Source: an optimization exercise on an open RTL-to-GDS flow (aim: a short achievable clock period and few clock cycles). Production flows keep margins and buffers that such runs may drop.
The RTL was checked by simulation tests, not by an equivalence proof against the original design.
Power is estimated from default activity; no workload was simulated.

--- design/flow/config.mk ---
export PLATFORM = sky130hd
export DESIGN_NAME = processor
export DESIGN_NICKNAME = processor
export VERILOG_FILES = /design/flow/design.v
export SDC_FILE = /design/flow/constraint.sdc
export NUM_CORES = 4
export LEC_CHECK = 0
export ABC_AREA = 1
export CAP_MARGIN = 20
export CORE_MARGIN = 2
export CORE_UTILIZATION = 40
export SETUP_SLACK_MARGIN = 3.3
export SLEW_MARGIN = 20
export SYNTH_HIERARCHICAL = 1
export SYNTH_MINIMUM_KEEP_SIZE = 0
--- design/flow/constraint.sdc ---
create_clock -name core_clock -period 5.5 [get_ports {clk}]
set_input_delay 1.1000 -clock core_clock [delete_from_list [all_inputs] [get_ports {clk}]]
set_output_delay 1.1000 -clock core_clock [all_outputs]
set_load 0.01 [all_outputs]
--- design/flow/design.v ---
`timescale 1ns / 1ps
module ALU(
    input [15:0] a,
    input s,
    output [15:0] y
);
    assign y = ~(a & {16{s}});
endmodule
module mask_n(
    input [15:0] a,
    input s,
    output [15:0] y
);
    assign y = ~(a & {16{s}});
endmodule
module mask_or_n(
    input [15:0] a,
    input s,
    input [15:0] k,
    output [15:0] y
);
    assign y = ~((a & {16{s}}) | k);
endmodule
module nand3_16(
    input [15:0] a,
    input [15:0] b,
    input [15:0] c,
    output [15:0] y
);
    assign y = ~(a & b & c);
endmodule
module nand4_16(
    input [15:0] a,
    input [15:0] b,
    input [15:0] c,
    input [15:0] d,
    output [15:0] y
);
    assign y = ~(a & b & c & d);
endmodule
module gen_kill(
    input [15:0] a,
    input [15:0] b,
    output [15:0] gn,
    output [15:0] tn
);
    assign gn = ~(a & b);
    assign tn = ~(a | b);
endmodule
module prop_xor(
    input [15:0] a,
    input [15:0] b,
    output [15:0] p
);
    assign p = a ^ b;
endmodule
module ks_level_n #(parameter SPAN = 1) (
    input [15:0] g,
    input [15:0] t,
    output [15:0] gn,
    output [15:0] tn
);
    genvar i;
    generate
        for (i = 0; i < 16; i = i + 1) begin : bits
            if (i >= SPAN) begin : comb
                assign gn[i] = ~(g[i] | (t[i] & g[i-SPAN]));
                assign tn[i] = ~(t[i] & t[i-SPAN]);
            end else begin : pass
                assign gn[i] = ~g[i];
                assign tn[i] = ~t[i];
            end
        end
    endgenerate
endmodule
module ks_level_p #(parameter SPAN = 2) (
    input [15:0] gn,
    input [15:0] tn,
    output [15:0] g,
    output [15:0] t
);
    genvar i;
    generate
        for (i = 0; i < 16; i = i + 1) begin : bits
            if (i >= SPAN) begin : comb
                assign g[i] = ~(gn[i] & (tn[i] | gn[i-SPAN]));
                assign t[i] = ~(tn[i] | tn[i-SPAN]);
            end else begin : pass
                assign g[i] = ~gn[i];
                assign t[i] = ~tn[i];
            end
        end
    endgenerate
endmodule
module ks_carry(
    input [15:0] gn,
    input [15:0] tn,
    output [15:0] con
);
    wire [15:0] g1, t1, g2n, t2n, g3, t3, t4n_unused;
    ks_level_p #(.SPAN(1)) l1 (.gn(gn), .tn(tn), .g(g1), .t(t1));
    ks_level_n #(.SPAN(2)) l2 (.g(g1), .t(t1), .gn(g2n), .tn(t2n));
    ks_level_p #(.SPAN(4)) l3 (.gn(g2n), .tn(t2n), .g(g3), .t(t3));
    ks_level_n #(.SPAN(8)) l4 (.g(g3), .t(t3), .gn(con), .tn(t4n_unused));
endmodule
module zero_carry(
    input [15:0] tn,
    input subn,
    output [15:0] kk
);
    assign kk = ~({tn[14:0], 1'b1} & {16{subn}});
endmodule
module zero_diff(
    input [15:0] p,
    input [15:0] kk,
    output [15:0] diff
);
    assign diff = p ^ kk;
endmodule
module zero_tree(
    input [15:0] diff,
    input rrc_top,
    output z
);
    wire [7:0] l1;
    wire [3:0] l2n;
    wire [1:0] l3;
    zt_nor2 #(.N(8)) t1 (.a(diff[15:8]), .b(diff[7:0]), .y(l1));
    zt_nand2 #(.N(4)) t2 (.a(l1[7:4]), .b(l1[3:0]), .y(l2n));
    zt_nor2 #(.N(2)) t3 (.a(l2n[3:2]), .b(l2n[1:0]), .y(l3));
    wire l4n;
    zt_nand2 #(.N(1)) t4 (.a(l3[1]), .b(l3[0]), .y(l4n));
    zt_nor2 #(.N(1)) t5 (.a(l4n), .b(rrc_top), .y(z));
endmodule
module zt_nor2 #(parameter N = 1) (
    input [N-1:0] a,
    input [N-1:0] b,
    output [N-1:0] y
);
    assign y = ~(a | b);
endmodule
module zt_nand2 #(parameter N = 1) (
    input [N-1:0] a,
    input [N-1:0] b,
    output [N-1:0] y
);
    assign y = ~(a & b);
endmodule
module carry_mux(
    input [15:0] con,
    input [15:0] x1,
    input [15:0] x0,
    output [15:0] y
);
    assign y[0] = x0[0];
    genvar i;
    generate
        for (i = 1; i < 16; i = i + 1) begin : bits
            assign y[i] = con[i-1] ? x0[i] : x1[i];
        end
    endgenerate
endmodule
`timescale 1ns / 1ps
module PC(
    input reset,             
    input z,
    input coutn,             
    input [4:0] zt,
    input [4:0] zf,
    input [4:0] ct,
    input [4:0] cf,
    output [4:0] addr
);
    wire [4:0] zpart = z ? zt : zf;
    wire [4:0] cpart = coutn ? cf : ct;
    assign addr = (zpart | cpart) & {5{~reset}};
endmodule
module addr_cand(
    input [4:0] op,          
    input fetch,             
    input ex_valid,          
    input carry_flag,
    input zero_flag,
    input exc_1,             
    input exc_0,             
    input [4:0] tgt,
    input [4:0] inc,
    input [4:0] other,       
    output [4:0] zt,
    output [4:0] zf,
    output [4:0] ct,
    output [4:0] cf
);
    wire norm = fetch;
    wire jcc = norm & (op[4:2] == 3'b101);
    wire j_c1 = jcc & (op[1:0] == 2'b11);    
    wire j_c0 = jcc & (op[1:0] == 2'b00);    
    wire j_z1 = jcc & (op[1:0] == 2'b01);    
    wire j_z0 = jcc & (op[1:0] == 2'b10);    
    wire late_z = ex_valid & (j_z1 | j_z0);
    wire late_c = ex_valid & (j_c1 | j_c0);
    wire take_early = (op[4:2] == 3'b000) | (op[4:2] == 3'b001) | (op[4:2] == 3'b100) |
                      (j_c1 & carry_flag) | (j_c0 & ~carry_flag) |
                      (j_z1 & zero_flag) | (j_z0 & ~zero_flag);
    wire tc1 = j_c1 ? exc_1 : ~exc_1;
    wire tc0 = j_c1 ? exc_0 : ~exc_0;
    wire [4:0] fixed = ~norm ? other : take_early ? tgt : inc;
    assign zt = late_z ? (j_z1 ? tgt : inc) : late_c ? 5'd0 : fixed;
    assign zf = late_z ? (j_z0 ? tgt : inc) : late_c ? 5'd0 : fixed;
    assign ct = late_c ? (tc1 ? tgt : inc) : 5'd0;
    assign cf = late_c ? (tc0 ? tgt : inc) : 5'd0;
endmodule
`timescale 1ns / 1ps
module flag_register(
    input coutn,             
    input z,
    input c_if1,             
    input c_if0,             
    input z_take,            
    input z_else,            
    output carry_next,
    output zero_next
);
    assign carry_next = coutn ? c_if0 : c_if1;
    assign zero_next = z_take ? z : z_else;
endmodule
`timescale 1ns / 1ps
module register_file(
    input [1:0] idx,
    input [15:0] r0, input [15:0] r1, input [15:0] r2, input [15:0] r3,
    input [15:0] r4, input [15:0] r5, input [15:0] r6, input [15:0] r7,
    output reg [15:0] lo,
    output reg [15:0] hi
);
    always @(*) begin
        case (idx)
            2'd0: begin lo = r0; hi = r4; end
            2'd1: begin lo = r1; hi = r5; end
            2'd2: begin lo = r2; hi = r6; end
            default: begin lo = r3; hi = r7; end
        endcase
    end
endmodule
module operand_prep(
    input [15:0] p1,         
    input [15:0] p2,         
    input [15:0] pd,         
    input a_1,               
    input a_1n,              
    input a_d,               
    input b_2,               
    input b_d,               
    input b_r,               
    input b_one,             
    input b_ones,            
    output [15:0] an,        
    output [15:0] bn         
);
    assign an = ~((p1 & {16{a_1}}) | (~p1 & {16{a_1n}}) | (pd & {16{a_d}}));
    assign bn = ~((p2 & {16{b_2}}) | (pd & {16{b_d}}) | ({1'b0, pd[15:1]} & {16{b_r}}) |
                  {{15{b_ones}}, b_one});
endmodule
`timescale 1ns / 1ps
module processor(
    input clk,
    input reset,
    output [4:0] mem_addr,
    output [15:0] mem_wdata,
    output mem_we,
    input [15:0] mem_rdata,
    output [15:0] result
);
    reg [15:0] RA, RB, RC, RD, RE, RF, RG, RH;
    reg carry_flag, zero_flag;
    reg [4:0] addr_q;        
    reg [4:0] mem_addr_q;    
    reg fetch_q;             
    reg [4:0] resume_q;      
    reg we_q;
    reg [15:0] wdata_q;
    reg [7:0] ld_we;         
    reg ex_valid;            
    reg [2:0] ex_rd;
    reg [7:0] ex_we;         
    reg ex_sub, ex_dec, ex_rrc;
    reg ex_subn_z;           
    reg rrc0_q;              
    reg [15:0] an_lo, an_hi, bn_lo, bn_hi;
    reg [15:0] fwd_an;       
    reg [15:0] fwd_bn;       
    reg [15:0] fwd_bsn;      
    reg [15:0] wb_q;
    reg [7:0] wb_we;
    reg rf_clear;            
    assign mem_addr = mem_addr_q;
    assign mem_we = we_q;
    reg [15:0] st_q;
    assign mem_wdata = wdata_q | st_q;
    assign result = RD;
    wire [15:0] opa, opb;
    nand3_16 sela (.a(an_lo), .b(an_hi), .c(fwd_an), .y(opa));
    nand4_16 selb (.a(bn_lo), .b(bn_hi), .c(fwd_bn), .d(fwd_bsn), .y(opb));
    wire [15:0] gn, tn, p, con;
    gen_kill gk_inst (.a(opa), .b(opb), .gn(gn), .tn(tn));
    prop_xor px_inst (.a(opa), .b(opb), .p(p));
    ks_carry carry_inst (.gn(gn), .tn(tn), .con(con));
    wire rrc_top = ex_rrc & carry_flag;
    wire [15:0] kk, zdiff;
    wire ex_z;
    zero_carry zc_inst (.tn(tn), .subn(ex_subn_z), .kk(kk));
    zero_diff zd_inst (.p(p), .kk(kk), .diff(zdiff));
    zero_tree zt_inst (.diff(zdiff), .rrc_top(rrc_top), .z(ex_z));
    wire [15:0] ps = p ^ {16{ex_sub}} ^ {rrc_top, 15'd0};
    wire [15:0] ins = mem_rdata;
    wire [2:0] cls = ins[15:13];
    wire is_load  = fetch_q & (cls == 3'b000);
    wire is_store = fetch_q & (cls == 3'b001);
    wire is_arith = fetch_q & (cls == 3'b010);
    wire is_unary = fetch_q & (cls == 3'b011);
    wire is_jmp   = fetch_q & (cls == 3'b100);
    wire is_jcc   = fetch_q & (cls == 3'b101);
    wire op_sub  = is_arith & (ins[12:11] == 2'b01);
    wire op_add  = is_arith & ~op_sub;
    wire op_incr = is_unary & (ins[12:11] == 2'b00);
    wire op_decr = is_unary & (ins[12:11] == 2'b01);
    wire op_shl  = is_unary & (ins[12:11] == 2'b10);
    wire op_rrc  = is_unary & (ins[12:11] == 2'b11);
    wire fwd_1 = ex_valid & (ex_rd == ins[4:2]);
    wire fwd_2 = ex_valid & (ex_rd == ins[7:5]);
    wire fwd_d = ex_valid & (ex_rd == ins[10:8]);
    wire issue_ex = is_arith | is_unary;
    wire issue_ld = is_load;
    wire issue_st = is_store;
    wire [15:0] rf_on = {16{~rf_clear}};
    wire [15:0] ra_v = (wb_we[0] ? wb_q : RA) & rf_on;
    wire [15:0] rb_v = (wb_we[1] ? wb_q : RB) & rf_on;
    wire [15:0] rc_v = (wb_we[2] ? wb_q : RC) & rf_on;
    wire [15:0] rd_v = (wb_we[3] ? wb_q : RD) & rf_on;
    wire [15:0] re_v = (wb_we[4] ? wb_q : RE) & rf_on;
    wire [15:0] rf_v = (wb_we[5] ? wb_q : RF) & rf_on;
    wire [15:0] rg_v = (wb_we[6] ? wb_q : RG) & rf_on;
    wire [15:0] rh_v = (wb_we[7] ? wb_q : RH) & rf_on;
    wire [15:0] r1_lo, r1_hi, r2_lo, r2_hi, rd_lo, rd_hi, store_data;
    register_file read_1 (.idx(ins[3:2]), .r0(ra_v), .r1(rb_v), .r2(rc_v), .r3(rd_v),
        .r4(re_v), .r5(rf_v), .r6(rg_v), .r7(rh_v), .lo(r1_lo), .hi(r1_hi));
    register_file read_2 (.idx(ins[6:5]), .r0(ra_v), .r1(rb_v), .r2(rc_v), .r3(rd_v),
        .r4(re_v), .r5(rf_v), .r6(rg_v), .r7(rh_v), .lo(r2_lo), .hi(r2_hi));
    register_file read_d (.idx(ins[9:8]), .r0(ra_v), .r1(rb_v), .r2(rc_v), .r3(rd_v),
        .r4(re_v), .r5(rf_v), .r6(rg_v), .r7(rh_v), .lo(rd_lo), .hi(rd_hi));
    wire st_fwd = is_store & fwd_2;
    assign store_data = (r2_hi & {16{ins[7] & ~st_fwd}}) | (r2_lo & {16{~ins[7] & ~st_fwd}});
    wire unary_a = op_incr | op_decr | op_shl;
    wire a_fwd = (is_arith & fwd_1) | (unary_a & fwd_d);
    wire b_fwd = (is_arith & fwd_2) | (op_shl & fwd_d);
    wire bs_fwd = op_rrc & fwd_d;
    wire n1 = ~fwd_1, n2 = ~fwd_2, nd = ~fwd_d;
    wire [15:0] an_lo_d, an_hi_d, bn_lo_d, bn_hi_d;
    operand_prep prep_lo (.p1(r1_lo), .p2(r2_lo), .pd(rd_lo),
        .a_1(op_add & n1 & ~ins[4]), .a_1n(op_sub & n1 & ~ins[4]),
        .a_d(unary_a & nd & ~ins[10]),
        .b_2(is_arith & n2 & ~ins[7]), .b_d(op_shl & nd & ~ins[10]),
        .b_r(op_rrc & nd & ~ins[10]),
        .b_one(1'b0), .b_ones(1'b0),
        .an(an_lo_d), .bn(bn_lo_d));
    operand_prep prep_hi (.p1(r1_hi), .p2(r2_hi), .pd(rd_hi),
        .a_1(op_add & n1 & ins[4]), .a_1n(op_sub & n1 & ins[4]),
        .a_d(unary_a & nd & ins[10]),
        .b_2(is_arith & n2 & ins[7]), .b_d(op_shl & nd & ins[10]),
        .b_r(op_rrc & nd & ins[10]),
        .b_one(1'b0), .b_ones(1'b0),
        .an(an_hi_d), .bn(bn_hi_d));
    wire [15:0] pf = ps ^ {16{op_sub}};
    wire [15:0] fwd_an_d, fwd_bn_d, wb_d;
    wire [15:0] sum_a, sum_b;
    carry_mux cm_fa (.con(con), .x1(~pf), .x0(pf), .y(sum_a));
    carry_mux cm_fb (.con(con), .x1(~ps), .x0(ps), .y(sum_b));
    carry_mux cm_wb (.con(con), .x1(~ps), .x0(ps), .y(wb_d));
    mask_n fa_mask (.a(sum_a), .s(a_fwd), .y(fwd_an_d));
    mask_or_n fb_mask (.a(sum_b), .s(b_fwd), .k({{15{op_decr}}, op_incr | op_decr}),
        .y(fwd_bn_d));
    wire [15:0] st_d;
    carry_mux cm_st (.con(con), .x1(~ps & {16{st_fwd}}), .x0(ps & {16{st_fwd}}), .y(st_d));
    wire [15:0] fwd_bsn_d;
    mask_n fbs_mask (.a({1'b0, sum_b[15:1]}), .s(bs_fwd), .y(fwd_bsn_d));
    wire rrc_c = ex_rrc & rrc0_q;
    wire exc_1 = ~ex_dec | rrc_c;
    wire exc_0 = ex_dec | rrc_c;
    wire carry_next, zero_next;
    flag_register flag_inst (
        .coutn(con[15]), .z(ex_z),
        .c_if1(~reset & (ex_valid ? exc_1 : carry_flag)),
        .c_if0(~reset & (ex_valid ? exc_0 : carry_flag)),
        .z_take(~reset & ex_valid), .z_else(~reset & zero_flag),
        .carry_next(carry_next), .zero_next(zero_next)
    );
    wire [4:0] addr_inc = addr_q + 5'd1;
    wire [4:0] tgt = ins[4:0];
    wire [4:0] zt, zf, ct, cf;
    addr_cand cand_inst (.op(ins[15:11]), .fetch(fetch_q),
        .ex_valid(ex_valid), .carry_flag(carry_flag), .zero_flag(zero_flag),
        .exc_1(exc_1), .exc_0(exc_0), .tgt(tgt), .inc(addr_inc),
        .other(resume_q),
        .zt(zt), .zf(zf), .ct(ct), .cf(cf));
    wire [4:0] next_addr, next_mem_addr;
    PC pc_inst (.reset(reset), .z(ex_z), .coutn(con[15]), .zt(zt), .zf(zf), .ct(ct), .cf(cf),
        .addr(next_addr));
    PC pc_out (.reset(reset), .z(ex_z), .coutn(con[15]), .zt(zt), .zf(zf), .ct(ct), .cf(cf),
        .addr(next_mem_addr));
    always @(posedge clk) begin
        addr_q <= next_addr;
        mem_addr_q <= next_mem_addr;
        carry_flag <= carry_next;
        zero_flag <= zero_next;
        wb_q <= wb_d;
        fwd_an <= fwd_an_d;
        fwd_bn <= fwd_bn_d;
        fwd_bsn <= fwd_bsn_d;
        an_lo <= an_lo_d;
        an_hi <= an_hi_d;
        bn_lo <= bn_lo_d;
        bn_hi <= bn_hi_d;
        if (fetch_q)
            resume_q <= addr_inc;
        st_q <= st_d;
        wdata_q <= store_data;
        rrc0_q <= bs_fwd ? ps[0] : ins[10] ? rd_hi[0] : rd_lo[0];
        ex_rd <= ins[10:8];
        ex_sub <= op_sub;
        ex_subn_z <= ~op_sub;
        ex_dec <= op_decr;
        ex_rrc <= op_rrc;
    end
    always @(posedge clk) begin
        if (reset) begin
            fetch_q <= 1'b1;
            we_q <= 1'b0;
            ld_we <= 8'd0;
            ex_valid <= 1'b0;
            ex_we <= 8'd0;
            wb_we <= 8'd0;
        end else begin
            fetch_q <= ~(issue_ld | issue_st);
            we_q <= issue_st;
            ld_we <= issue_ld ? (8'd1 << ins[10:8]) : 8'd0;
            ex_valid <= issue_ex;
            ex_we <= issue_ex ? (8'd1 << ins[10:8]) : 8'd0;
            wb_we <= ex_we;
        end
    end
    always @(posedge clk) begin
        rf_clear <= reset;
        if (rf_clear) begin
            RA <= 16'h0000; RB <= 16'h0000; RC <= 16'h0000; RD <= 16'h0000;
            RE <= 16'h0000; RF <= 16'h0000; RG <= 16'h0000; RH <= 16'h0000;
        end else begin
            if (ld_we[0]) RA <= mem_rdata; else if (wb_we[0]) RA <= wb_q;
            if (ld_we[1]) RB <= mem_rdata; else if (wb_we[1]) RB <= wb_q;
            if (ld_we[2]) RC <= mem_rdata; else if (wb_we[2]) RC <= wb_q;
            if (ld_we[3]) RD <= mem_rdata; else if (wb_we[3]) RD <= wb_q;
            if (ld_we[4]) RE <= mem_rdata; else if (wb_we[4]) RE <= wb_q;
            if (ld_we[5]) RF <= mem_rdata; else if (wb_we[5]) RF <= wb_q;
            if (ld_we[6]) RG <= mem_rdata; else if (wb_we[6]) RG <= wb_q;
            if (ld_we[7]) RH <= mem_rdata; else if (wb_we[7]) RH <= wb_q;
        end
    end
endmodule
--- design/flow/run.sh ---
#!/bin/bash
# synth_recipe.tcl (not shown) runs the flow's synth.tcl, then flattens the netlist and writes it again
# the make line also repeats each setting of config.mk as NAME=value (left out here)
make -C /OpenROAD-flow-scripts/flow DESIGN_CONFIG=/design/flow/config.mk WORK_HOME=/design/flow/orfs CLKGATE_MAP_FILE= SYNTH_SCRIPT=/design/flow/synth_recipe.tcl finish
==> results of run 1 <==
[sequential cells by signal, indices dropped and copies added (netlist names), 8 cells and up]
name,flops
RD,16
RF,16
wdata_q,16
ld_we,8
wb_we,8
fwd_bn,16
an_lo,16
st_q,16
RE,16
RC,16
an_hi,16
bn_hi,16
fwd_an,16
ex_we,8
fwd_bsn,16
wb_q,16
RH,16
RA,16
RB,16
bn_lo,16
RG,16
[power groups by stage]
stage | sequential, mW | combinational [mW] | clock, mW
2_1_floorplan | 2.62 | 0.621 | 0
3_3_place_gp | 2.65 | 0.838 | 0
3_5_place_dp | 2.65 | 0.839 | 0
4_1_cts | 2.59 | 0.898 | 3.04
5_1_grt | 2.59 | 1.08 | 3.14
6_report | 2.59 | 1.00 | 3.01
[layout by cell type, fill, tap and decap left out, types with 17 or more instances in the layout]
master	n
buf_12	21
clkbuf_16	44
nand2_1	902
nor2_4	60
nand4_1	97
buf_6	44
buf_2	17
dfxtp_2	31
nand2_2	132
nor2_1	273
o21a_1	129
inv_1	504
nor2_2	58
o21ai_1	36
nand3_1	312
nand2_4	18
inv_2	28
o21ai_0	131
nand3_2	48
a21oi_1	158
dfxtp_1	289
buf_4	69
a21oi_4	17
[path summary, 6_finish.rpt]
check | endpoint | cells past startpoint | startpoint
setup / recovery | mem_wdata[14] | 2 | wdata_q[14]
setup reg to reg | an_hi[6] | 7 | rf_clear
hold reg to reg | wb_we[4] | 2 | ex_we[4]
hold / removal | wb_we[4] | 2 | ex_we[4]
[timing repair]
action	CTS	global route
endpoints found under the setup margin	224	163
cloned	9	5
endpoints found under the hold margin	0	0
gates resized for setup	343	233
pin swaps	28	82
setup buffers	34	35
[critical path: cells and delay by family (launching register included)]
family	cells	cell delay, ns
flops	1	0.36
simple gates	1	0.23
buf+inv	1	0.12
[stage by stage]
stage	setup WS, ns	hold slack, ns
after detailed placement	1.68	0.385
after CTS	3.09	0.392
after floorplan	3.23	0.388
after global placement	1.74	0.383
after global routing	3.08	0.398
final	3.11	0.390
[per-layer routing]
layer	vias up	track usage, %	share of wire [%]
li1	11137	-	-
met1	10623	39.1	43
met2	1121	43.7	42
met3	272	5.10	9.4
met4	0	14.0	5.3
met5	-	0	0
[cell type report]
class	instances	share of cell area (%)
tap	748	3.55
multi-input combinational	2466	49.4
inverter	555	8.26
timing repair buffer	167	6.68
timing repair inverter	1	0.0332
sequential	341	26.4
clock buffer	53	4.45
clock inverter	22	1.13
==> reports/summary.txt, run 1 <==
Outcome -> complete, no violations
Initial core utilization -> 40.6%
Core box area -> 55300 um^2
Slew Viols, Final -> 0
CP Max Fanout -> 1
GP Congestion -> 0.938
Switching pwr -> 1.93 mW
Vias in the first global route -> 20803
Dpl cells -> 4195
Total power -> 6.60 mW
Worst path max stage delay -> 0.36 ns
Worst-path clk slew -> 0.06 ns
Die Ht -> 241 um
Worst Setup Path Type -> flop to primary output
Flop pwr share -> 39.3%
Post-DRT Antenna Nets -> 0
CP Cell Sequence -> or2_4 > buf_6
Clock network fraction of total power -> 45.6%
Root buffer selected by CTS -> clkbuf_16
Period utilization -> 43.5%
VDD IR max -> 0.204 mV
P_leak -> 13.0 nW
Setup crit end kind -> primary output
GR Overflow Total -> 0
Power share of the combinational group -> 15.2%
First-pass GRT wire length -> 127000 um
Max-cap violation count -> 0
Share of cells above drive strength 1 -> 19.9%
Layout fillers -> 5707
First-pass DRT Iterations -> 7
Syn. warnings -> 8
Die ar. -> 58100 um^2
Non-Filler Instances -> 4353
Worst min path class -> flop to flop
R2R Setup Slk -> 3.39 ns
Multi-input logic area -> 13000 um^2
Internal power -> 4.67 mW
IO Count -> 56
Pwr dens -> 250 nW/um^2
Initial antenna violation count -> 2
Placed instance area -> 23000 um^2
Fin util -> 47.7%
Initial DRC Count -> 2826
Num rows -> 86
CP max stage cell -> dfxtp_4
DR vias -> 23153
Clock Path Buffers -> 3
Total Routing Usage GR -> 28.7%
DRC -> 0
Reg area -> 6980 um^2
Count of final setup violators -> 0
Sink Count -> 341
Syn Std Cell Area -> 22500 um^2
Net switching fraction of the power -> 29.2%
PortBufs -> 55
Via/cell ratio -> 5.32
Slew HR -> 38.5%
Min Clock Period, post-route -> 2.39 ns
Largest net degree at the start of global routing -> 86
Layout Nets -> 3593
Design area -> 26400 um^2
DP Wirelength -> 55100 um
Die X -> 241 um
Clk_skew -> 0.0166 ns
Critical path arrival -> 1.29 ns
Post-Syn Instances -> 3553
CP Data Required Time -> 4.40 ns
Clock latency on the worst-skew pair -> 0.58 ns
Area growth, synth to finish -> 17.3%
WL/cell -> 19.5 um
RSZ-0062 raised after global routing -> true
Ant diodes -> 0
# H-tree levels -> 2
Final TNS setup -> 0 ns
Avg Inst Size Synth -> 6.33 um^2
Post-Route WL -> 84800 um
Measured slew at the worst slew-check pin -> 0.923 ns
CP startpoint kind -> flop
CTS Buf Count -> 42
CTS tree -> done
Final Hold Vio Count -> 0
Cts hold-fix bufs -> 0
Maximum clock frequency -> 418 MHz
Testbench counts, summed over its fixed seeds: cycles 20,048.
==> inputs of run 2 (changes only) <==
--- a/design/flow/config.mk
+++ b/design/flow/config.mk
@@ -5,7 +5,7 @@
 export SDC_FILE = /design/flow/constraint.sdc
 export NUM_CORES = 4
 export LEC_CHECK = 0
-export ABC_AREA = 1
+export ABC_CLOCK_PERIOD_IN_PS = 2000
 export CAP_MARGIN = 20
 export CORE_MARGIN = 2
 export CORE_UTILIZATION = 40
==> run 2 against run 1 <==
Compared with the run above:
- still clean
- core utilization up 2.6 points
- synthesized cell count down 40%
- register-to-register slack worse by 0.15 ns
- maximum frequency up 1.7%
- first-iteration DRC count down 47%
- die area down 11%
- sequential share of layout area up 1.6 points
- wire length down 24%
- largest cell class unchanged
- largest power group unchanged
==> reports/summary.txt, run 2 <==
DR vias -> 16351
Syn Std Cell Area -> 19900 um^2
CP startpoint kind -> flop
Count of final setup violators -> 0
Max-cap violation count -> 0
Outcome -> complete, no violations
CP Data Required Time -> 4.40 ns
Die ar. -> 51500 um^2
Critical path arrival -> 1.25 ns
Vias in the first global route -> 15353
Root buffer selected by CTS -> clkbuf_16
Worst min path class -> flop to flop
R2R depth -> 12
GRT busiest layer -> met2
Die X -> 227 um
Via/cell ratio -> 5.64
Measured slew at the worst slew-check pin -> 0.761 ns
Non-Filler Instances -> 2900
Slew HR -> 48.9%
Sink Count -> 341
Switching pwr -> 1.65 mW
Clk_skew -> 0.0138 ns
Met2 Use GR -> 38.7%
Slew Viols, Final -> 0
CTS Buf Count -> 39
Initial core utilization -> 40.5%
DP Wirelength -> 41400 um
Die Ht -> 227 um
Share of cells above drive strength 1 -> 32.8%
Syn. warnings -> 8
Area growth, synth to finish -> 24.1%
Most frequent cells in the layout -> nor2_1, dfxtp_1, mux2i_1
VDD IR max -> 0.171 mV
Setup crit end kind -> primary output
Hold Crit Depth -> 1
First-pass DRT Iterations -> 7
GR Overflow Total -> 0
Clock network fraction of total power -> 43.1%
Pwr dens -> 249 nW/um^2
Worst Setup Path Type -> flop to primary output
Most common cell after layout, fill and taps aside -> nor2_1
Final Hold Vio Count -> 0
Net switching fraction of the power -> 26.9%
Total Routing Usage GR -> 24.5%
RSZ-0062 raised after global routing -> true
CTS tree -> done
CP Max Fanout -> 1
Maximum clock frequency -> 425 MHz
Layout Nets -> 2229
DRC -> 0
Flop pwr share -> 42.7%
Post-Syn Instances -> 2128
Ant diodes -> 0
Avg Inst Size Synth -> 9.35 um^2
Initial DRC Count -> 1484
Final TNS setup -> 0 ns
Placed instance area -> 20800 um^2
Design area -> 24700 um^2
Internal power -> 4.48 mW
Clock Path Buffers -> 3
Post-DRT Antenna Nets -> 0
IO Count -> 56
Met1 GRT Util -> 35.0%
GP Congestion -> 0.872
P_leak -> 9.91 nW
WL/cell -> 22.3 um
Min Clock Period, post-route -> 2.35 ns
Core box area -> 49100 um^2
Global routing usage on met3 -> 2.81%
Power share of the combinational group -> 14.1%
Num rows -> 81
Worst-path clk slew -> 0.06 ns
# H-tree levels -> 2
Initial antenna violation count -> 0
Period utilization -> 42.8%
Clock latency on the worst-skew pair -> 0.56 ns
Layout fillers -> 4434
Largest net degree at the start of global routing -> 64
First-pass GRT wire length -> 95900 um
Dpl cells -> 2718
Post-Route WL -> 64800 um
PortBufs -> 55
## run 2: routing by layer
metal	part of all wire, %	vias to the layer above
li1	-	7603
met1	45	7929
met2	45	687
met3	6.3	132
met4	3.2	0
met5	0	-
## run 2: critical path, cell delays in order (launching register included)
cell     delay, ns
dfxtp_1       0.30
or2_4         0.27
buf_6         0.13
## run 2: final cells by class
class | count | area (um^2) | share of cell area (%)
clock buffers | 58 | 1170 | 4.74
clock inverters | 9 | 114 | 0.461
inverters | 39 | 163 | 0.659
multi-input cells | 1582 | 13100 | 53.0
flip-flops and latches | 341 | 6920 | 28.0
well taps | 664 | 831 | 3.37
repair buffers | 204 | 2360 | 9.56
repair inverters | 3 | 50.0 | 0.203
## run 2: power by group through the flow
stage,sequential [mW],combinational [mW],clock [mW]
finish,2.62,0.867,2.65
global route,2.63,0.918,2.78
CTS,2.61,0.777,2.69
detailed placement,2.67,0.683,0
global placement,2.67,0.679,0
floorplan,2.61,0.584,0
## run 2: final timing paths
kind / slack, ns / endpoint / startpoint
hold reg to reg: 0.43 / wb_we[1] / ex_we[1]
hold / removal: 0.43 / wb_we[1] / ex_we[1]
setup / recovery: 3.15 / mem_wdata[13] / st_q[13]
setup reg to reg: 3.24 / addr_q[3] / bn_hi[8]
## run 2: through the flow
step	setup slack, ns	power, mW	hold slack [ns]	util [%]
detailed placement	1.45	3.36	0.423	42.3
finish	3.15	6.13	0.434	50.3
global placement	1.50	3.35	0.419	42.3
floorplan	2.92	3.19	0.414	-
CTS	3.11	6.08	0.437	47.7
global route	3.07	6.33	0.449	50.3
## run 2: timing repair
| action | CTS | global route |
|---|---|---|
| pin swaps | 32 | 45 |
| buffers inserted | 46 | 50 |
| gates resized for setup | 366 | 200 |
| endpoints found under the setup margin | 226 | 150 |
| hold endpoints to repair | 0 | 0 |
| hold buffers | 0 | 0 |
| gates cloned | 15 | 4 |
==> inputs of run 3 (changes only) <==
--- a/design/flow/design.v
+++ b/design/flow/design.v
@@ -277,7 +277,7 @@
     reg fetch_q;             
     reg [4:0] resume_q;      
     reg we_q;
-    reg [15:0] wdata_q;
+    reg [15:0] wdata_q;      
     reg [7:0] ld_we;         
     reg ex_valid;            
     reg [2:0] ex_rd;
@@ -295,7 +295,7 @@
     assign mem_addr = mem_addr_q;
     assign mem_we = we_q;
     reg [15:0] st_q;
-    assign mem_wdata = wdata_q | st_q;
+    assign mem_wdata = ~(wdata_q & st_q);
     assign result = RD;
     wire [15:0] opa, opb;
     nand3_16 sela (.a(an_lo), .b(an_hi), .c(fwd_an), .y(opa));
@@ -348,7 +348,7 @@
     register_file read_d (.idx(ins[9:8]), .r0(ra_v), .r1(rb_v), .r2(rc_v), .r3(rd_v),
         .r4(re_v), .r5(rf_v), .r6(rg_v), .r7(rh_v), .lo(rd_lo), .hi(rd_hi));
     wire st_fwd = is_store & fwd_2;
-    assign store_data = (r2_hi & {16{ins[7] & ~st_fwd}}) | (r2_lo & {16{~ins[7] & ~st_fwd}});
+    assign store_data = ~((r2_hi & {16{ins[7] & ~st_fwd}}) | (r2_lo & {16{~ins[7] & ~st_fwd}}));
     wire unary_a = op_incr | op_decr | op_shl;
     wire a_fwd = (is_arith & fwd_1) | (unary_a & fwd_d);
     wire b_fwd = (is_arith & fwd_2) | (op_shl & fwd_d);
@@ -379,7 +379,7 @@
     mask_or_n fb_mask (.a(sum_b), .s(b_fwd), .k({{15{op_decr}}, op_incr | op_decr}),
         .y(fwd_bn_d));
     wire [15:0] st_d;
-    carry_mux cm_st (.con(con), .x1(~ps & {16{st_fwd}}), .x0(ps & {16{st_fwd}}), .y(st_d));
+    carry_mux cm_st (.con(con), .x1(~(~ps & {16{st_fwd}})), .x0(~(ps & {16{st_fwd}})), .y(st_d));
     wire [15:0] fwd_bsn_d;
     mask_n fbs_mask (.a({1'b0, sum_b[15:1]}), .s(bs_fwd), .y(fwd_bsn_d));
     wire rrc_c = ex_rrc & rrc0_q;
--- a/design/flow/config.mk
+++ b/design/flow/config.mk
@@ -5,7 +5,7 @@
 export SDC_FILE = /design/flow/constraint.sdc
 export NUM_CORES = 4
 export LEC_CHECK = 0
-export ABC_CLOCK_PERIOD_IN_PS = 2000
+export ABC_AREA = 1
 export CAP_MARGIN = 20
 export CORE_MARGIN = 2
 export CORE_UTILIZATION = 40
==> run 3 against run 2 <==
Compared with the run above:
- clock skew down 0.0042 ns
- combinational power up 12%
- largest power group unchanged
- clock-buffer cell count down 5
==> reports/summary.txt, run 3 <==
Worst Setup Path Type -> flop to primary output
Worst hold margin -> 0.397 ns
Initial antenna violation count -> 0
Count of final setup violators -> 0
Ant diodes -> 0
First-pass DRT Iterations -> 6
DP Wirelength -> 51700 um
Maximum clock frequency -> 452 MHz
Initial core utilization -> 40.3%
Num rows -> 86
Critical path buffer and inverter count -> 1
Die ar. -> 57300 um^2
DR vias -> 22365
GP Congestion -> 0.954
P_leak -> 13.9 nW
Final Hold Vio Count -> 0
Die X -> 239 um
Worst path max stage delay -> 0.35 ns
IO Count -> 56
RSZ-0062 raised after global routing -> true
Pwr dens -> 253 nW/um^2
Vias in the first global route -> 19740
Critical path arrival -> 1.11 ns
Avg Inst Size Synth -> 6.21 um^2
Measured slew at the worst slew-check pin -> 0.861 ns
Clock latency on the worst-skew pair -> 0.58 ns
Share of cells above drive strength 1 -> 18.6%
Core box area -> 55000 um^2
Outcome -> complete, no violations
Syn Std Cell Area -> 22200 um^2
CTS tree -> done
GR Overflow Total -> 0
# H-tree levels -> 2
DRC -> 0
CTS Buf Count -> 41
Total Routing Usage GR -> 27.0%
Root buffer selected by CTS -> clkbuf_16
Slew Viols, Final -> 0
Post-DRT Antenna Nets -> 0
Final TNS setup -> 0 ns
Clk_skew -> 0.00967 ns
Worst-path clk slew -> 0.06 ns
Crit Reg-Reg Endpoint -> bn_lo[5]
CP max stage cell -> dfxtp_2
Most frequent cells in the layout -> nand2_1, inv_1, nand3_1
Most common cell after layout, fill and taps aside -> nand2_1
CP Data Required Time -> 4.40 ns
VDD IR max -> 0.211 mV
PortBufs -> 55
CP startpoint kind -> flop
Sink Count -> 341
Critical R2R Launch -> rf_clear
Layout Nets -> 3598
CP Cell Sequence -> nand2_2 > buf_6
Hold Crit Start -> ex_we[6]
Post-Route WL -> 79400 um
WL/cell -> 18.2 um
R2R Setup Slk -> 3.42 ns
Worst Hold Path EP -> wb_we[6]
Largest net degree at the start of global routing -> 94
Post-Syn Instances -> 3571
Worst min path class -> flop to flop
Area growth, synth to finish -> 15.5%
Die Ht -> 239 um
Setup crit end kind -> primary output
Via/cell ratio -> 5.13
First-pass GRT wire length -> 118000 um
Largest delay share family, worst path -> flip-flops
Slew HR -> 42.5%
R2R depth -> 7
Min Clock Period, post-route -> 2.21 ns
CP Max Fanout -> 1
Clock Path Buffers -> 3
Syn. warnings -> 8
Hold Crit Depth -> 2
Max-cap violation count -> 0
Period utilization -> 40.2%
Initial DRC Count -> 2395
==> run 3: cell types whose count changed in the layout (fill, tap and decap cells not counted), sizes merged, moves of 52 or more <==
cell,previous run,this run
mux2i,166,0
mux4,96,0
o21ai,44,299
mux2,62,0
nand4,20,96
inv,46,566
nor2,512,362
nor2b,52,0
nand2,102,1101
nand3,40,365
==> run 3: worst max path at each step <==
stage / startpoint / to / slack [ns] / cells after the start
after floorplan: mem_rdata[15] / an_hi[10] / 3.07 / 12
after global placement: mem_rdata[15] / addr_q[0] / 1.89 / 12
after detailed placement: mem_rdata[15] / addr_q[0] / 1.87 / 12
after CTS: st_q[10] / mem_wdata[10] / 3.25 / 2
after global routing: mem_rdata[12] / addr_q[2] / 3.21 / 16
final: st_q[10] / mem_wdata[10] / 3.29 / 2
==> run 3: through the flow <==
| step | worst slack, ns | area, um^2 | power [mW] | util, % | instances |
|---|---|---|---|---|---|
| floorplan | 3.07 | 22400 | 3.26 | - | 3577 |
| CTS | 3.25 | 24800 | 6.44 | 45.1 | 4337 |
| finish | 3.29 | 25600 | 6.48 | 46.5 | 4359 |
| global route | 3.21 | 25600 | 6.71 | 46.5 | 4359 |
| global placement | 1.89 | 22700 | 3.50 | 41.2 | 4218 |
| detailed placement | 1.87 | 22700 | 3.50 | 41.2 | 4218 |
==> run 3: routing by layer <==
metal | wire length [um] | global-route usage, % | part of all wire [%] | up-vias
li1 | - | - | - | 11137
met1 | 34500 | 36.6 | 43 | 10026
met2 | 34900 | 41.9 | 44 | 991
met3 | 6590 | 4.40 | 8.3 | 211
met4 | 3430 | 12.0 | 4.3 | 0
met5 | 0 | 0 | 0 | -
==> run 3: layout make-up <==
class / count / area, um^2
fill: 5728 / 29400
multi-input combinational: 2463 / 12400
sequential: 341 / 6940
inverter: 573 / 2250
timing repair buffer: 158 / 1570
clock buffer: 53 / 1180
tap: 748 / 936
clock inverter: 22 / 245
timing repair inverter: 1 / 6.26
==> run 3: worst register-to-register path, stage by stage, from the launching register on <==
cell and delay, ns:
dfxtp_4 0.61, buf_12 0.39, nor2_1 0.21, nand3_1 0.11, nand4_1 0.36, nand2_1 0.18
nand2_1 0.07, nor2_2 0.09
==> run 3: timing repair <==
item                                    4_1_cts  5_1_grt
hold buffers                                  0        0
gates resized for setup                     308      197
pin swaps                                    18       54
endpoints found under the setup margin      225      163
buffers inserted                             34       18
cloned                                       10        4
==> run 3: power breakdown <==
group | internal [mW] | switching [mW] | total, mW
sequential | 2.56 | 0.0521 | 2.61
combinational | 0.282 | 0.686 | 0.968
clock | 1.75 | 1.15 | 2.90
total | 4.59 | 1.88 | 6.48
Testbench counts of run 3, summed over its fixed seeds: cycles 20,048.
==> inputs of run 4 (changes only) <==
==> design/flow/flow/run.sh (new file) <==
#!/bin/bash
# The standard layout, with two changes to how cells are sized: the port
# buffers are sky130_fd_sc_hd__buf_4 (the standard flow's buffer_ports picks
# a delay cell), and timing repair may resize a cell to a different
# footprint.
set -euo pipefail
bash standard.sh "BUFFER_PORTS_ARGS=-buffer_cell sky130_fd_sc_hd__buf_4" \
    MATCH_CELL_FOOTPRINT=0 finish > standard.log 2>&1
==> design/flow/standard.sh (new file) <==
#!/bin/bash
# synth_recipe.tcl (not shown) runs the flow's synth.tcl, then flattens the netlist and writes it again
# the make line also repeats each setting of config.mk as NAME=value (left out here)
make -C /OpenROAD-flow-scripts/flow DESIGN_CONFIG=/design/flow/config.mk WORK_HOME=/design/flow/orfs CLKGATE_MAP_FILE= SYNTH_SCRIPT=/design/flow/synth_recipe.tcl "${@:-finish}"
removed: design/flow/run.sh
==> run 4 against run 3 <==
Compared with the run above:
- still clean on timing, DRC and antenna
- sequential power is essentially flat
- global-route usage shrank 0.95 points
- combinational power grew 0.6%
- clock power shrank 6%
- largest power group unchanged
==> reports/summary.txt, run 4 <==
Outcome -> complete, no violations
Num rows -> 86
CP Max Fanout -> 1
Setup crit end kind -> primary output
First-pass GRT wire length -> 115000 um
Initial antenna violation count -> 0
Post-Syn Instances -> 3571
Post-DRT Antenna Nets -> 0
Slew HR -> 41.6%
Die ar. -> 57300 um^2
Worst Setup Path Type -> flop to primary output
Worst path max stage delay -> 0.35 ns
Total Routing Usage GR -> 26.0%
Max-cap violation count -> 0
CTS Buf Count -> 41
Clk_skew -> 0.0167 ns
Fin util -> 46.1%
PortBufs -> 55
VDD IR max -> 0.174 mV
Core box area -> 55000 um^2
GR Overflow Total -> 0
Initial DRC Count -> 2414
CP Data Required Time -> 4.40 ns
Power share of the combinational group -> 15.5%
Min Clock Period, post-route -> 2.21 ns
DR vias -> 22184
CTS tree -> done
Syn. warnings -> 8
Internal power -> 4.45 mW
CP startpoint kind -> flop
Vias in the first global route -> 19241
Share of cells above drive strength 1 -> 18.0%
Critical path arrival -> 1.11 ns
CP Cell Sequence -> nand2_4 > buf_6
Pwr dens -> 249 nW/um^2
Measured slew at the worst slew-check pin -> 0.874 ns
RSZ-0062 raised after global routing -> true
Avg Inst Size Synth -> 6.21 um^2
Die Ht -> 239 um
IO Count -> 56
Flop pwr share -> 41.4%
Die X -> 239 um
Worst min path class -> flop to flop
Ant diodes -> 0
# H-tree levels -> 2
Final Hold Vio Count -> 0
Maximum clock frequency -> 452 MHz
DP Wirelength -> 50900 um
Most frequent cells in the layout -> nand2_1, inv_1, nand3_1
Net switching fraction of the power -> 29.4%
Period utilization -> 40.2%
Sink Count -> 341
CP max stage cell -> dfxtp_2
Count of final setup violators -> 0
Post-Route WL -> 77100 um
Most common cell after layout, fill and taps aside -> nand2_1
Cts hold-fix bufs -> 0
WL/cell -> 17.8 um
Clock network fraction of total power -> 43.2%
Switching pwr -> 1.85 mW
Area growth, synth to finish -> 14.3%
Clock latency on the worst-skew pair -> 0.58 ns
Root buffer selected by CTS -> clkbuf_16
Initial core utilization -> 40.3%
First-pass DRT Iterations -> 6
Clock Path Buffers -> 3
P_leak -> 13.7 nW
Worst-path clk slew -> 0.06 ns
Syn Std Cell Area -> 22200 um^2
Slew Viols, Final -> 0
Final TNS setup -> 0 ns
Via/cell ratio -> 5.12
Largest net degree at the start of global routing -> 95
Layout Nets -> 3577
GP Congestion -> 0.947
DRC -> 0
-- run 4: stage by stage --
stage	hold WS, ns	total power, mW	cells	worst slack, ns	instance area, um^2
3_3_place_gp	0.385	3.49	4207	1.76	22500
4_1_cts	0.401	6.25	4302	3.26	24500
5_1_grt	0.412	6.53	4334	3.26	25300
3_5_place_dp	0.393	3.49	4208	1.71	22500
2_1_floorplan	0.388	3.26	3577	3.07	22400
6_report	0.392	6.30	4334	3.29	25300
-- run 4: timing repair --
item	CTS	global route
setup endpoints to repair	178	171
buffers inserted	19	28
hold endpoints to repair	0	0
gates resized for setup	136	163
cloned	4	4
pin swaps	19	69
-- run 4: power by group through the flow --
stage | clock network (mW) | logic [mW] | registers [mW]
after floorplan | 0 | 0.628 | 2.63
after global placement | 0 | 0.830 | 2.66
after detailed placement | 0 | 0.831 | 2.66
after CTS | 2.76 | 0.883 | 2.60
after global routing | 2.86 | 1.06 | 2.61
final | 2.72 | 0.974 | 2.60
-- run 4: final timing paths --
check                           cells past startpoint            end     start  slack [ns]
worst min-delay path                                2       wb_we[4]  ex_we[4]        0.39
worst max-delay path                                2  mem_wdata[12]  st_q[12]        3.29
worst min register to register                      2       wb_we[4]  ex_we[4]        0.39
worst max register to register                     13      fwd_bn[7]  bn_lo[5]        3.35
-- run 4: area by class of cell --
cell class | instances | area [um^2]
Timing Repair inverter | 1 | 8.76
Fill cell | 5789 | 29700
Timing Repair Buffer | 138 | 1460
Tap cell | 748 | 936
Clock buffer | 62 | 1250
Clock inverter | 9 | 76.3
Multi-Input combinational cell | 2462 | 12400
Inverter | 573 | 2250
Sequential cell | 341 | 6940
-- run 4: worst max-delay path, delay by kind of cell, from the launching register on --
kind	cells	cell delay, ns
buffers and inverters	1	0.12
DFF	1	0.35
and+or+nand+nor	1	0.07
-- run 4: layer usage --
| layer | part of all wire [%] | wire length, um | track usage (%) |
|---|---|---|---|
| met4 | 3.0 | 2340 | 7.92 |
| met2 | 43 | 33200 | 40.1 |
| met5 | 0 | 0 | 0 |
| met1 | 45 | 34900 | 36.9 |
| met3 | 8.6 | 6640 | 4.41 |
==> inputs of run 5 (changes only) <==
--- a/design/flow/config.mk
+++ b/design/flow/config.mk
@@ -9,7 +9,7 @@
 export CAP_MARGIN = 20
 export CORE_MARGIN = 2
 export CORE_UTILIZATION = 40
-export SETUP_SLACK_MARGIN = 3.3
+export SETUP_SLACK_MARGIN = 3.5
 export SLEW_MARGIN = 20
 export SYNTH_HIERARCHICAL = 1
 export SYNTH_MINIMUM_KEEP_SIZE = 0
==> run 5 against run 4 <==
Compared with the run above:
- core utilization grew 2.9 points
- sequential share of layout area shrank 1.5 points
- die area stayed put
- critical path depth stayed put
- wire length grew 6.6%
- clock-buffer cell count fell by 5
- register-to-register slack better by 0.09 ns
- synthesized cell count did not move
- worst hold slack gained 0.0037 ns
- final cell count increased by 1.3%
- clock skew is 0.017 ns higher
- non-clock buffer count is 48 higher
- highest routed layer unchanged
==> reports/summary.txt, run 5 <==
Count of final setup violators -> 0
Initial DRC Count -> 2368
WL/cell -> 18.7 um
PortBufs -> 55
Outcome -> complete, no violations
Largest net degree at the start of global routing -> 73
GR Overflow Total -> 0
Dpl cells -> 4208
CTS tree -> done
Ant diodes -> 0
Initial core utilization -> 40.3%
Max-cap violation count -> 0
Num rows -> 86
Worst min path class -> flop to flop
DP Wirelength -> 50500 um
Die Ht -> 239 um
Critical path arrival -> 1.11 ns
Final Hold Vio Count -> 0
Share of cells above drive strength 1 -> 21.7%
Most frequent cells in the layout -> nand2_1, inv_1, nand3_1
Die X -> 239 um
Measured slew at the worst slew-check pin -> 0.878 ns
Worst-path clk slew -> 0.06 ns
Setup crit end kind -> primary output
First-pass DRT Iterations -> 6
Syn. warnings -> 8
CP Max Fanout -> 1
Clk_skew -> 0.0339 ns
Area growth, synth to finish -> 21.5%
Clock Path Buffers -> 3
CTS Buf Count -> 40
CP startpoint kind -> flop
Initial antenna violation count -> 0
Avg Inst Size Synth -> 6.21 um^2
Pwr dens -> 243 nW/um^2
Min Clock Period, post-route -> 2.21 ns
# H-tree levels -> 2
Layout Nets -> 3630
Via/cell ratio -> 5.19
Root buffer selected by CTS -> clkbuf_16
DRC -> 0
Maximum clock frequency -> 452 MHz
RSZ-0062 raised after global routing -> true
Vias in the first global route -> 20160
Die ar. -> 57300 um^2
Slew HR -> 41.4%
Slew Viols, Final -> 0
Syn Std Cell Area -> 22200 um^2
Period utilization -> 40.3%
Post-DRT Antenna Nets -> 0
First-pass GRT wire length -> 121000 um
Final TNS setup -> 0 ns
Post-Syn Instances -> 3571
IO Count -> 56
Cts hold-fix bufs -> 0
Clock latency on the worst-skew pair -> 0.59 ns
Non-Filler Instances -> 4389
DR vias -> 22778
Core box area -> 55000 um^2
Most common cell after layout, fill and taps aside -> nand2_1
VDD IR max -> 0.196 mV
P_leak -> 14.3 nW
Worst Setup Path Type -> flop to primary output
Post-Route WL -> 82100 um
Sink Count -> 341
GP Congestion -> 0.932
CP Data Required Time -> 4.40 ns
Total Routing Usage GR -> 27.4%
==> run 5: through the flow <==
| stage | instance area [um^2] | power, mW | utilization [%] | setup WS (ns) | hold WS, ns |
|---|---|---|---|---|---|
| floorplan | 22400 | 3.26 | - | 3.07 | 0.388 |
| global placement | 22500 | 3.48 | 40.9 | 1.59 | 0.390 |
| detailed placement | 22500 | 3.48 | 40.9 | 1.54 | 0.395 |
| CTS | 25800 | 6.46 | 46.9 | 3.26 | 0.396 |
| global route | 26900 | 6.76 | 48.9 | 3.24 | 0.420 |
| finish | 26900 | 6.53 | 48.9 | 3.29 | 0.395 |
==> run 5: timing repair <==
action | CTS | global route
resized for setup | 353 | 169
pin swaps | 75 | 81
setup buffers | 39 | 37
cloned | 22 | 11
setup endpoints to repair | 214 | 187
endpoints found under the hold margin | 0 | 0
==> run 5: where the power goes <==
group	switching, mW	internal [mW]	total (mW)
Sequential	0.0494	2.56	2.60
Combinational	0.727	0.337	1.06
Clock	1.14	1.72	2.87
==> run 5: final cells by class <==
cell class	instances	area (um^2)
multi-input cells	2464	12900
fillers	5514	28100
clock buffers	57	1210
well taps	748	936
repair buffers	186	2390
inverters	573	2300
clock inverters	15	196
flip-flops and latches	341	6970
repair inverters	5	42.5
==> run 5: final timing paths <==
kind | start | to | slack [ns] | cells past startpoint
max | wdata_q[3] | mem_wdata[3] | 3.29 | 2
min | ex_we[3] | wb_we[3] | 0.40 | 2
max reg2reg | fetch_q | mem_addr_q[2] | 3.44 | 13
min reg2reg | ex_we[3] | wb_we[3] | 0.40 | 2
==> run 5: routing by layer <==
layer | GRT usage, % | wire length [um]
met1 | 37.4 | 34900
met2 | 43.0 | 36000
met3 | 4.58 | 7400
met4 | 11.3 | 3890
met5 | 0 | 0
==> run 5: worst max-delay path: stages, from the launching register on <==
cell and delay (ns):
dfxtp_2 0.35, nand2_4 0.06, buf_6 0.12
==> inputs of run 6 (changes only) <==
--- a/design/flow/config.mk
+++ b/design/flow/config.mk
@@ -9,7 +9,7 @@
 export CAP_MARGIN = 20
 export CORE_MARGIN = 2
 export CORE_UTILIZATION = 40
-export SETUP_SLACK_MARGIN = 3.5
+export SETUP_SLACK_MARGIN = 3.7
 export SLEW_MARGIN = 20
 export SYNTH_HIERARCHICAL = 1
 export SYNTH_MINIMUM_KEEP_SIZE = 0
==> run 6 against run 5 <==
Compared with the run above:
- still clean on timing, DRC and antenna
- design area is 9.6% higher
- die area is the same
- clock power decreased by 3%
==> reports/summary.txt, run 6 <==
Outcome -> complete, no violations
CP Cell Sequence -> nand2_4 > buf_6
Non-Filler Instances -> 4445
Via/cell ratio -> 5.33
Total power -> 6.64 mW
CTS tree -> done
CTS Buf Count -> 41
Slew Viols, Final -> 0
Pwr dens -> 225 nW/um^2
Core box area -> 55000 um^2
Placed instance area -> 22500 um^2
Die Ht -> 239 um
Share of cells above drive strength 1 -> 32.1%
Sink Count -> 341
First-pass DRT Iterations -> 6
Routed wl met2 -> 38600 um
VDD IR max -> 0.200 mV
Critical R2R Launch -> an_lo[11]
Layout Nets -> 3687
Total Routing Usage GR -> 29.1%
IO Count -> 56
GP Congestion -> 0.912
Design area -> 29500 um^2
Top Metal Used -> met4
Slew HR -> 47.0%
Final Hold Vio Count -> 0
Post-Syn Instances -> 3571
DP Wirelength -> 50500 um
PortBufs -> 55
CP max stage cell -> dfxtp_4
Min Clock Period, post-route -> 2.21 ns
Crit Reg-Reg Endpoint -> mem_addr_q[2]
Syn Std Cell Area -> 22200 um^2
Worst setup path start -> st_q[12]
Vias in the first global route -> 20597
GR Overflow Total -> 0
Most common cell after layout, fill and taps aside -> nand2_1
Routed wl met3 -> 9480 um
Dpl cells -> 4210
Fin util -> 53.6%
CP Max Fanout -> 1
CP Data Required Time -> 4.40 ns
Largest net degree at the start of global routing -> 54
Layout fillers -> 5114
Worst-path clk slew -> 0.06 ns
Initial antenna violation count -> 0
WL/cell -> 20.0 um
P_leak -> 15.6 nW
Die X -> 239 um
Cts hold-fix bufs -> 0
M1 wire length -> 36100 um
Post-DRT Antenna Nets -> 0
Worst min path class -> flop to flop
Maximum clock frequency -> 452 MHz
Max-cap violation count -> 0
Worst path max stage delay -> 0.37 ns
CP startpoint kind -> flop
Syn. warnings -> 8
Ant diodes -> 0
R2R Setup Slk -> 3.36 ns
Critical path arrival -> 1.11 ns
Period utilization -> 40.2%
First-pass GRT wire length -> 128000 um
Num rows -> 86
Clk_skew -> 0.0261 ns
Avg Inst Size Synth -> 6.21 um^2
Final TNS setup -> 0 ns
Critical path capture point -> mem_wdata[12]
Most frequent cells in the layout -> nand2_1, inv_1, nand3_1
Root buffer selected by CTS -> clkbuf_16
Die ar. -> 57300 um^2
R2R depth -> 15
Area growth, synth to finish -> 33.1%
Setup WS pre-CTS -> 1.94 ns
Count of final setup violators -> 0
DR vias -> 23704
Clock latency on the worst-skew pair -> 0.59 ns
DRC -> 0
# H-tree levels -> 2
Setup crit end kind -> primary output
Setup slack after layout -> 3.29 ns
Measured slew at the worst slew-check pin -> 0.796 ns
Initial core utilization -> 40.3%
Initial DRC Count -> 2851
RSZ-0062 raised after global routing -> true
Post-Route WL -> 88900 um
Hold Crit Start -> ex_we[4]
Worst hold margin -> 0.395 ns
Clock Path Buffers -> 3
Worst Setup Path Type -> flop to primary output
## run 6: repair_timing
action,in CTS,in global routing
gates cloned,31,6
resized for setup,534,540
buffers inserted,82,44
pin swaps,125,236
endpoints found under the setup margin,292,212
## run 6: report_power, final
part,internal [mW],switching (mW),total (mW)
clock network,1.62,1.16,2.79
logic,0.418,0.828,1.25
registers,2.56,0.0544,2.61
## run 6: cell type report
type                       instances  area (um^2)  share of cell area (%)
inverter                         573         2300                    7.81
timing repair buffer             243         3210                    10.9
multi-input combinational       2462        14600                    49.5
tap                              748          936                    3.17
clock buffer                      57         1200                    4.07
sequential                       341         7010                    23.8
clock inverter                    15          150                   0.509
timing repair inverter             6          103                   0.348
## run 6: worst min-delay path by stage
stage,to,slack [ns],depth (start not counted)
after floorplan,wb_we[0],0.39,2
after global placement,wb_we[6],0.39,2
after detailed placement,wb_we[4],0.39,2
after CTS,wb_we[4],0.40,2
after global routing,wb_we[2],0.42,2
final,wb_we[4],0.39,2
## run 6: critical path: cells and delay by family (launching register included)
kind,cells,cell delay (ns)
buffers and inverters,1,0.11
flip-flops,1,0.37
AND/OR/NAND/NOR,1,0.06
## run 6: layer usage
layer  up-vias  global-route usage [%]
met1     10740                    40.1
met4         0                    12.2
met5         -                       0
met2      1358                    44.4
met3       318                    5.79
li1      11288                       -
==> inputs of run 7 (changes only) <==
--- a/design/flow/design.v
+++ b/design/flow/design.v
@@ -229,17 +229,31 @@
     input [1:0] idx,
     input [15:0] r0, input [15:0] r1, input [15:0] r2, input [15:0] r3,
     input [15:0] r4, input [15:0] r5, input [15:0] r6, input [15:0] r7,
-    output reg [15:0] lo,
-    output reg [15:0] hi
+    output [15:0] lo,
+    output [15:0] hi
 );
-    always @(*) begin
-        case (idx)
-            2'd0: begin lo = r0; hi = r4; end
-            2'd1: begin lo = r1; hi = r5; end
-            2'd2: begin lo = r2; hi = r6; end
-            default: begin lo = r3; hi = r7; end
-        endcase
-    end
+    wire [3:0] oh0, oh1, oh2, oh3;
+    rf_dec4 d0 (.idx(idx), .oh(oh0));
+    rf_dec4 d1 (.idx(idx), .oh(oh1));
+    rf_dec4 d2 (.idx(idx), .oh(oh2));
+    rf_dec4 d3 (.idx(idx), .oh(oh3));
+    rf_sel4 s0 (.oh(oh0), .d0(r0[7:0]), .d1(r1[7:0]), .d2(r2[7:0]), .d3(r3[7:0]), .y(lo[7:0]));
+    rf_sel4 s1 (.oh(oh1), .d0(r0[15:8]), .d1(r1[15:8]), .d2(r2[15:8]), .d3(r3[15:8]), .y(lo[15:8]));
+    rf_sel4 s2 (.oh(oh2), .d0(r4[7:0]), .d1(r5[7:0]), .d2(r6[7:0]), .d3(r7[7:0]), .y(hi[7:0]));
+    rf_sel4 s3 (.oh(oh3), .d0(r4[15:8]), .d1(r5[15:8]), .d2(r6[15:8]), .d3(r7[15:8]), .y(hi[15:8]));
+endmodule
+module rf_dec4(
+    input [1:0] idx,
+    output [3:0] oh
+);
+    assign oh = {idx[1] & idx[0], idx[1] & ~idx[0], ~idx[1] & idx[0], ~idx[1] & ~idx[0]};
+endmodule
+module rf_sel4(
+    input [3:0] oh,
+    input [7:0] d0, input [7:0] d1, input [7:0] d2, input [7:0] d3,
+    output [7:0] y
+);
+    assign y = (d0 & {8{oh[0]}}) | (d1 & {8{oh[1]}}) | (d2 & {8{oh[2]}}) | (d3 & {8{oh[3]}});
 endmodule
 module operand_prep(
     input [15:0] p1,         
--- a/design/flow/config.mk
+++ b/design/flow/config.mk
@@ -9,7 +9,7 @@
 export CAP_MARGIN = 20
 export CORE_MARGIN = 2
 export CORE_UTILIZATION = 40
-export SETUP_SLACK_MARGIN = 3.7
+export SETUP_SLACK_MARGIN = 3.3
 export SLEW_MARGIN = 20
 export SYNTH_HIERARCHICAL = 1
 export SYNTH_MINIMUM_KEEP_SIZE = 0
==> run 7 against run 6 <==
Compared with the run above:
- first-iteration DRC count is 31% lower
- final cell count is 7.7% higher
- sequential share of layout area is 2.7 points higher
- worst hold slack worse by 0.0058 ns
- synthesized cell count is 12% higher
- critical path type unchanged
==> reports/summary.txt, run 7 <==
Initial antenna violation count -> 1
First-pass DRT Iterations -> 6
VDD IR max -> 0.193 mV
Power share of the combinational group -> 14.4%
Clock Path Buffers -> 3
CTS tree -> done
Initial core utilization -> 40.4%
Share of cells above drive strength 1 -> 15.5%
Maximum clock frequency -> 449 MHz
Multi-input logic area -> 12500 um^2
PortBufs -> 55
Measured slew at the worst slew-check pin -> 0.957 ns
Die ar. -> 58700 um^2
Total Routing Usage GR -> 25.4%
Syn. warnings -> 7
P_leak -> 15.6 nW
CP Max Fanout -> 1
Outcome -> complete, no violations
CTS Buf Count -> 43
Total power -> 6.44 mW
Ant diodes -> 0
Reg area -> 6930 um^2
Final TNS setup -> 0 ns
M1 wire length -> 35200 um
Slew Viols, Final -> 0
Core box area -> 56300 um^2
First-pass GRT wire length -> 116000 um
Design area -> 26200 um^2
Worst-path clk slew -> 0.06 ns
Largest net degree at the start of global routing -> 141
Num rows -> 87
Post-Route WL -> 76300 um
Internal power -> 4.55 mW
Critical path arrival -> 1.13 ns
Switching pwr -> 1.90 mW
DR vias -> 22357
Count of final setup violators -> 0
Vias in the first global route -> 19808
Root buffer selected by CTS -> clkbuf_16
Most frequent cells in the layout -> nand2_1, inv_1, dfxtp_1
Area growth, synth to finish -> 15.2%
Flop pwr share -> 40.5%
Net switching fraction of the power -> 29.5%
CP Data Required Time -> 4.40 ns
Post-DRT Antenna Nets -> 0
Placed instance area -> 23400 um^2
Worst Setup Path Type -> flop to primary output
Initial DRC Count -> 1974
Routed wl met2 -> 33400 um
Clock latency on the worst-skew pair -> 0.59 ns
Die X -> 242 um
Period utilization -> 40.5%
Worst hold margin -> 0.389 ns
Setup slack after layout -> 3.27 ns
IO Count -> 56
GR Overflow Total -> 0
Avg Inst Size Synth -> 5.67 um^2
Max-cap violation count -> 0
Via/cell ratio -> 4.67
RSZ-0062 raised after global routing -> true
Clock network fraction of total power -> 45.1%
Setup crit end kind -> primary output
Layout fillers -> 5934
Routed wl met3 -> 5060 um
Die Ht -> 242 um
Cts hold-fix bufs -> 0
Pwr dens -> 246 nW/um^2
Slew HR -> 36.2%
# H-tree levels -> 2
Worst min path class -> flop to flop
Min Clock Period, post-route -> 2.23 ns
GP Congestion -> 0.959
Most common cell after layout, fill and taps aside -> nand2_1
DRC -> 0
Final Hold Vio Count -> 0
Setup WS pre-CTS -> 1.89 ns
Top Metal Used -> met4
Syn Std Cell Area -> 22700 um^2
Sink Count -> 341
Clk_skew -> 0.0261 ns
WL/cell -> 15.9 um
CP startpoint kind -> flop
Layout Nets -> 4016
Post-Syn Instances -> 4009
DP Wirelength -> 55200 um
## run 7: area by class of cell
class | count | area share (%)
tap | 756 | 3.61
timing repair buffer | 119 | 4.70
sequential | 341 | 26.5
inverter | 795 | 11.7
clock inverter | 24 | 0.889
multi-input combinational | 2697 | 47.9
clock buffer | 54 | 4.66
## run 7: through the flow
stage / utilization, % / std cells
2_1_floorplan: - / 4015
3_3_place_gp: 41.6 / 4668
3_5_place_dp: 41.6 / 4668
4_1_cts: 45.2 / 4771
5_1_grt: 46.5 / 4786
6_report: 46.5 / 4786
## run 7: power by group through the flow
stage | registers (mW) | logic [mW] | clock network, mW
floorplan | 2.63 | 0.581 | 0
global placement | 2.66 | 0.819 | 0
detailed placement | 2.66 | 0.820 | 0
CTS | 2.60 | 0.858 | 2.96
global route | 2.61 | 1.02 | 3.06
finish | 2.61 | 0.930 | 2.90
## run 7: critical path, stage by stage, from the launching register on
cell     delay, ns
dfxtp_2       0.34
nand2_4       0.08
buf_6         0.13
## run 7: routing by layer
metal / GRT usage (%) / up-vias
met2: 39.8 / 686
met4: 9.17 / 0
met3: 3.52 / 140
met1: 35.4 / 9817
met5: 0 / -
li1: - / 11714
## run 7: timing repair
item                                    CTS  global route
resized for setup                        88           190
endpoints found under the setup margin  175           160
pin swaps                                17            43
setup buffers                            24            14
gates cloned                              1             1
## run 7: final timing paths
kind / startpoint / end / slack [ns] / cells after the start
worst max-delay path: wdata_q[6] / mem_wdata[6] / 3.27 / 2
worst min-delay path: ex_we[7] / wb_we[7] / 0.39 / 2
worst min register to register: ex_we[7] / wb_we[7] / 0.39 / 2
worst max register to register: wb_q[14] / wdata_q[14] / 3.37 / 11
Testbench counts of run 7, summed over its fixed seeds: cycles 20,048.

==> what the ideal ports hide <==
How much do the figures lean on ideal ports? The routed layouts below were timed once more, with nothing changed but the port constraints.
Step 1: set_driving_cell puts a clkbuf_16 on clk and a buf_2 on each other input, an assumption about the parent block.
Step 2 times the ports against the registers' clock, not the clock port: input delays grow and output delays shrink by t, the midpoint of the rising clock arrivals with the driver on.
Three values: no drivers, after step 1, after step 2; two values: the first two.
| run | t, ns | setup WS [ns] | worst setup path at the end | latest minus earliest clock arrival (ns) | worst register clock-pin slew, ns |
|---|---|---|---|---|---|
| run 1 | 0.632 | 3.107 / 3.048 / 2.684 | input to register | 0.018 / 0.018 | 0.06 / 0.06 |
| run 2 | 0.611 | 3.146 / 3.089 / 2.563 | input to register | 0.016 / 0.015 | 0.06 / 0.06 |
| run 3 | 0.635 | 3.287 / 3.225 / 2.700 | input to register | 0.011 / 0.011 | 0.06 / 0.06 |
| run 4 | 0.635 | 3.287 / 3.224 / 2.643 | input to register | 0.019 / 0.019 | 0.07 / 0.07 |
| run 5 | 0.633 | 3.286 / 3.225 / 2.661 | input to register | 0.034 / 0.034 | 0.07 / 0.07 |
| run 6 | 0.637 | 3.288 / 3.227 / 2.683 | input to register | 0.026 / 0.026 | 0.07 / 0.07 |
| run 7 | 0.637 | 3.273 / 3.214 / 2.703 | input to register | 0.028 / 0.028 | 0.07 / 0.07 |
After both steps setup and hold are still met in every run listed. For run 4, which loses most, drivers alone change the setup slack by -0.063 ns; drivers and shift together by -0.644 ns.
